Source: an optimization exercise on an open RTL-to-GDS flow (aim: small area and a short achievable clock period). Production flows keep margins and buffers that such runs may drop. In this exercise RTL edits were held to simulation tests only and were not proved equivalent to the original. Power figures rest on the tool's default switching activity, not on a simulated workload.

==> flow/design.v (excerpt) <==
module mult8_reg(
    input clk,
    input [7:0] a, b,
    output reg [15:0] z
    );
For scale: about 360 cells after synthesis, about 45 flip-flops, roughly 33 I/O pins.
export LEC_CHECK = 0
export CAP_MARGIN = 20
export CORE_MARGIN = 2
export CORE_UTILIZATION = 40
export SETUP_SLACK_MARGIN = 4.7
export SLEW_MARGIN = 20
create_clock -name core_clock -period 7.0 [get_ports {clk}]
standard.sh (not shown) runs the stock make flow with config.mk's settings and CLKGATE_MAP_FILE= SYNTH_SCRIPT=/design/flow/synth_recipe.tcl, a recipe that flattens the netlist after the stock synthesis.
==> flow/flow/run.sh <==
#!/bin/bash
# Own layout flow: the standard ORFS flow (standard.sh) with one change in
# synthesis: Yosys's extract_fa step is skipped and ABC maps the logic with a
# delay-targeted script (flow/abc.script) instead of ORFS's abc_speed script.
# Everything else (register names, flatten, rename, floorplan ... finish) is the
# standard flow, except that the port buffers are buf_4 cells. Each tool writes its full log under orfs/logs/ as in ORFS;
# this script's own output goes to flow_run.log.
set -euo pipefail
W=$PWD
exec > >(tee -a "$W/flow_run.log") 2>&1

python3 - "$W" <<'PY'
import sys, pathlib
w = pathlib.Path(sys.argv[1])
import os
src = pathlib.Path(os.environ["FLOW_HOME"]) / "scripts" / "synth.tcl"
s = src.read_text()
pre = "source $::env(SCRIPTS_DIR)/synth_preamble.tcl\n"
fa = "  extract_fa {*}[dont_use_extract_fa_args]\n"
assert s.count(pre) == 1 and s.count(fa) == 1, "synth.tcl changed"
s = s.replace(pre, pre + (
    "set abc_args [list -script %s {*}$lib_args {*}$lib_dont_use_args"
    " -constr $::env(OBJECTS_DIR)/abc.constr]\n" % (w / "flow" / "abc.script")))
s = s.replace(fa, "")
(w / "flow_synth_core.tcl").write_text(s)
b = (w / "synth_recipe.tcl").read_text()
line = "source $::env(SCRIPTS_DIR)/synth.tcl"
assert b.count(line) == 1, "synth_recipe.tcl changed"
(w / "flow_synth.tcl").write_text(b.replace(line, "source %s" % (w / "flow_synth_core.tcl")))
t = (w / "standard.sh").read_text()
old = "SYNTH_SCRIPT=%s" % (w / "synth_recipe.tcl")
assert t.count(old) == 1, "standard.sh changed"
(w / "flow_standard.sh").write_text(t.replace(old, "SYNTH_SCRIPT=%s" % (w / "flow_synth.tcl")))
PY

bash "$W/flow_standard.sh" BUFFER_PORTS_ARGS="-buffer_cell sky130_fd_sc_hd__buf_4" finish > "$W/flow_make.log" 2>&1 || { tail -40 "$W/flow_make.log"; exit 1; }
tail -5 "$W/flow_make.log"
test -s "$W/out/final.def"
==> flow/flow/abc.script <==
strash
dch -f
map -D 2000
topo
buffer -p
upsize 2000
dnsize 2000
stime -p
The starting point finished clean.
Then changed:
--- a/flow/config.mk
+++ b/flow/config.mk
@@ -8,5 +8,4 @@
 export CAP_MARGIN = 20
 export CORE_MARGIN = 2
-export CORE_UTILIZATION = 40
-export SETUP_SLACK_MARGIN = 4.7
+export CORE_UTILIZATION = 65
 export SLEW_MARGIN = 20
The new run finished clean. Total power came out lower by about 7.5%. Via count came out lower by 4.4%. Sequential share of layout area came out higher by 3.4 points. Flip-flop and latch count is unchanged. Die area came out lower by 37%. Worst setup slack got worse by 0.17 ns. Synthesized area stays the same. Non-clock buffer count came out lower by 24. Hold slack got worse by 0.023 ns.
Then changed:
--- a/flow/flow/run.sh
+++ b/flow/flow/run.sh
@@ -4,5 +4,6 @@
 # delay-targeted script (flow/abc.script) instead of ORFS's abc_speed script.
 # Everything else (register names, flatten, rename, floorplan ... finish) is the
-# standard flow, except that the port buffers are buf_4 cells. Each tool writes its full log under orfs/logs/ as in ORFS;
+# standard flow, except that the port buffers are $PORT_BUF cells and heavily
+# loaded registers are upsized after global placement (flow/post_gp.tcl). Each tool writes its full log under orfs/logs/ as in ORFS;
 # this script's own output goes to flow_run.log.
 set -euo pipefail
@@ -34,5 +35,6 @@
 PY
 
-bash "$W/flow_standard.sh" BUFFER_PORTS_ARGS="-buffer_cell sky130_fd_sc_hd__buf_4" finish > "$W/flow_make.log" 2>&1 || { tail -40 "$W/flow_make.log"; exit 1; }
+source "$W/flow/knobs.sh"
+bash "$W/flow_standard.sh" BUFFER_PORTS_ARGS="-buffer_cell $PORT_BUF" POST_GLOBAL_PLACE_TCL="$W/flow/post_gp.tcl" finish > "$W/flow_make.log" 2>&1 || { tail -40 "$W/flow_make.log"; exit 1; }
 tail -5 "$W/flow_make.log"
 test -s "$W/out/final.def"
==> flow/flow/abc.script (replaced) <==
strash
balance
rewrite
refactor
balance
rewrite -z
balance
strash
dch -f
map -D 2000
topo
buffer -p
upsize 2000
dnsize 2000
stime -p
==> flow/flow/knobs.sh (new file) <==
PORT_BUF=sky130_fd_sc_hd__buf_4
export FLOW_FF_BIG=sky130_fd_sc_hd__dfxtp_2 FLOW_FF_FANOUT=4
==> flow/flow/post_gp.tcl (new file) <==
# Upsize registers whose output drives many loads (drive strength only; the
# register cell type stays dfxtp).
set db [ord::get_db]
set big [$db findMaster $::env(FLOW_FF_BIG)]
set n 0
foreach inst [[ord::get_db_block] getInsts] {
  if {[[$inst getMaster] getName] ne "sky130_fd_sc_hd__dfxtp_1"} { continue }
  set q [$inst findITerm Q]
  set net [$q getNet]
  if {$net eq "NULL"} { continue }
  if {[llength [$net getITerms]] > $::env(FLOW_FF_FANOUT)} {
    $inst swapMaster $big
    incr n
  }
}
puts "post_gp: upsized $n registers to $::env(FLOW_FF_BIG)"
--- a/flow/config.mk
+++ b/flow/config.mk
@@ -8,4 +8,4 @@
 export CAP_MARGIN = 20
 export CORE_MARGIN = 2
-export CORE_UTILIZATION = 65
+export CORE_UTILIZATION = 40
 export SLEW_MARGIN = 20
Core utilization drops by 29 points.
Total power falls by a few percent.
Synthesized area falls slightly.
Fmax increases by a few percent.
Setup slack improved by 0.067 ns.
Non-clock buffer count does not change.
Clock power drops by about a fifth.
Combinational power stays flat.
Critical path depth rises by 1.
Then changed:
==> flow/flow/abc.script (replaced) <==
strash
dch -f
map -D 2300
topo
buffer -p
upsize 2300
dnsize 2300
stime -p
Outcome:
- The new run ran to the end with no violations
- worst setup slack is worse by 0.20 ns
- clock skew hardly moves
- global-route usage hardly moves
- sequential cell count stays the same
- power is higher by 2.7%
- fmax came out lower by 7.3%
- worst hold slack gets better by 0.0058 ns
Then changed:
==> flow/flow/abc.script (replaced) <==
strash
dch -f
map -D 2000
topo
buffer -p
upsize 2000
dnsize 2000
stime -p
==> flow/flow/knobs.sh (replaced) <==
PORT_BUF=sky130_fd_sc_hd__buf_4
export FLOW_FF_BIG=sky130_fd_sc_hd__dfxtp_2 FLOW_FF_FANOUT=4
export FLOW_RT_MARGIN=4.8 FLOW_RT_TNS=10 FLOW_RT_SEQ="sizeup,swap,buffer"
--- a/flow/flow/post_gp.tcl
+++ b/flow/flow/post_gp.tcl
@@ -15,2 +15,11 @@
 }
 puts "post_gp: upsized $n registers to $::env(FLOW_FF_BIG)"
+
+# Optional: upsize gates on the worst paths only (no buffers), towards a
+# tighter internal target than the design's clock.
+if {[info exists ::env(FLOW_RT_MARGIN)] && $::env(FLOW_RT_MARGIN) > 0} {
+  estimate_parasitics -placement
+  repair_timing -setup -setup_margin $::env(FLOW_RT_MARGIN) -repair_tns $::env(FLOW_RT_TNS) \
+    -sequence $::env(FLOW_RT_SEQ) -skip_last_gasp
+  report_worst_slack
+}
=> The changed run produced a clean layout. Fmax came out higher by 11%. Critical path depth came out lower by 1. Via count came out higher by 1.2%. Total power came out higher by 6.2%.
Then changed:
--- a/flow/flow/run.sh
+++ b/flow/flow/run.sh
@@ -4,6 +4,5 @@
 # delay-targeted script (flow/abc.script) instead of ORFS's abc_speed script.
 # Everything else (register names, flatten, rename, floorplan ... finish) is the
-# standard flow, except that the port buffers are $PORT_BUF cells and heavily
-# loaded registers are upsized after global placement (flow/post_gp.tcl). Each tool writes its full log under orfs/logs/ as in ORFS;
+# standard flow. Each tool writes its full log under orfs/logs/ as in ORFS;
 # this script's own output goes to flow_run.log.
 set -euo pipefail
@@ -35,6 +34,5 @@
 PY
 
-source "$W/flow/knobs.sh"
-bash "$W/flow_standard.sh" BUFFER_PORTS_ARGS="-buffer_cell $PORT_BUF" POST_GLOBAL_PLACE_TCL="$W/flow/post_gp.tcl" finish > "$W/flow_make.log" 2>&1 || { tail -40 "$W/flow_make.log"; exit 1; }
+bash "$W/flow_standard.sh" finish > "$W/flow_make.log" 2>&1 || { tail -40 "$W/flow_make.log"; exit 1; }
 tail -5 "$W/flow_make.log"
 test -s "$W/out/final.def"
removed: flow/flow/knobs.sh
removed: flow/flow/post_gp.tcl
The new run passed the timing, DRC and antenna checks.
Cell count goes down by 0.83%.
Sequential cell count stays the same.
Die area is unchanged.
Count of clock-buffer cells in the layout stays the same.
Power is higher by 0.54%.
Clock power stays flat.

[what the ideal ports hide]
In the flow no input, the clock included, has a driving cell. The finished layouts below were timed again as built, in two steps.
Step 1 (the two cells are an assumption about what drives the block):
set clk [get_ports {clk}]
set_driving_cell -lib_cell sky130_fd_sc_hd__clkbuf_16 $clk
set_driving_cell -lib_cell sky130_fd_sc_hd__buf_2 [delete_from_list [all_inputs] $clk]
Step 2, shift: input delay + t, output delay - t, t = (earliest + latest rising clock arrival at the registers) / 2. This alone moves slack from input paths to output paths.
Three values: ideal, step 1, step 2; two values: the first two.
run	t, ns	setup slack, ns	hold WS [ns]	worst slew at a driven data input, ns	cell pins on the clock port's net
the first run	0.333	4.545 / 4.545 / 4.371	0.611 / 0.611 / 0.611	0.06	1
the second run	0.325	4.372 / 4.372 / 4.176	0.589 / 0.589 / 0.589	0.03	1
the third run	0.335	4.438 / 4.438 / 4.127	0.532 / 0.532 / 0.532	0.03	1
the fourth run	0.334	4.237 / 4.237 / 4.158	0.538 / 0.538 / 0.538	0.03	1
the fifth run	0.335	4.507 / 4.507 / 4.303	0.549 / 0.549 / 0.549	0.04	1
the sixth run	0.336	4.060 / 4.071 / 3.736	0.602 / 0.602 / 0.602	0.03	1
After both steps every run listed still meets setup and hold. For the sixth run, which loses most, drivers alone change the setup slack by +0.011 ns; drivers and shift together by -0.324 ns.
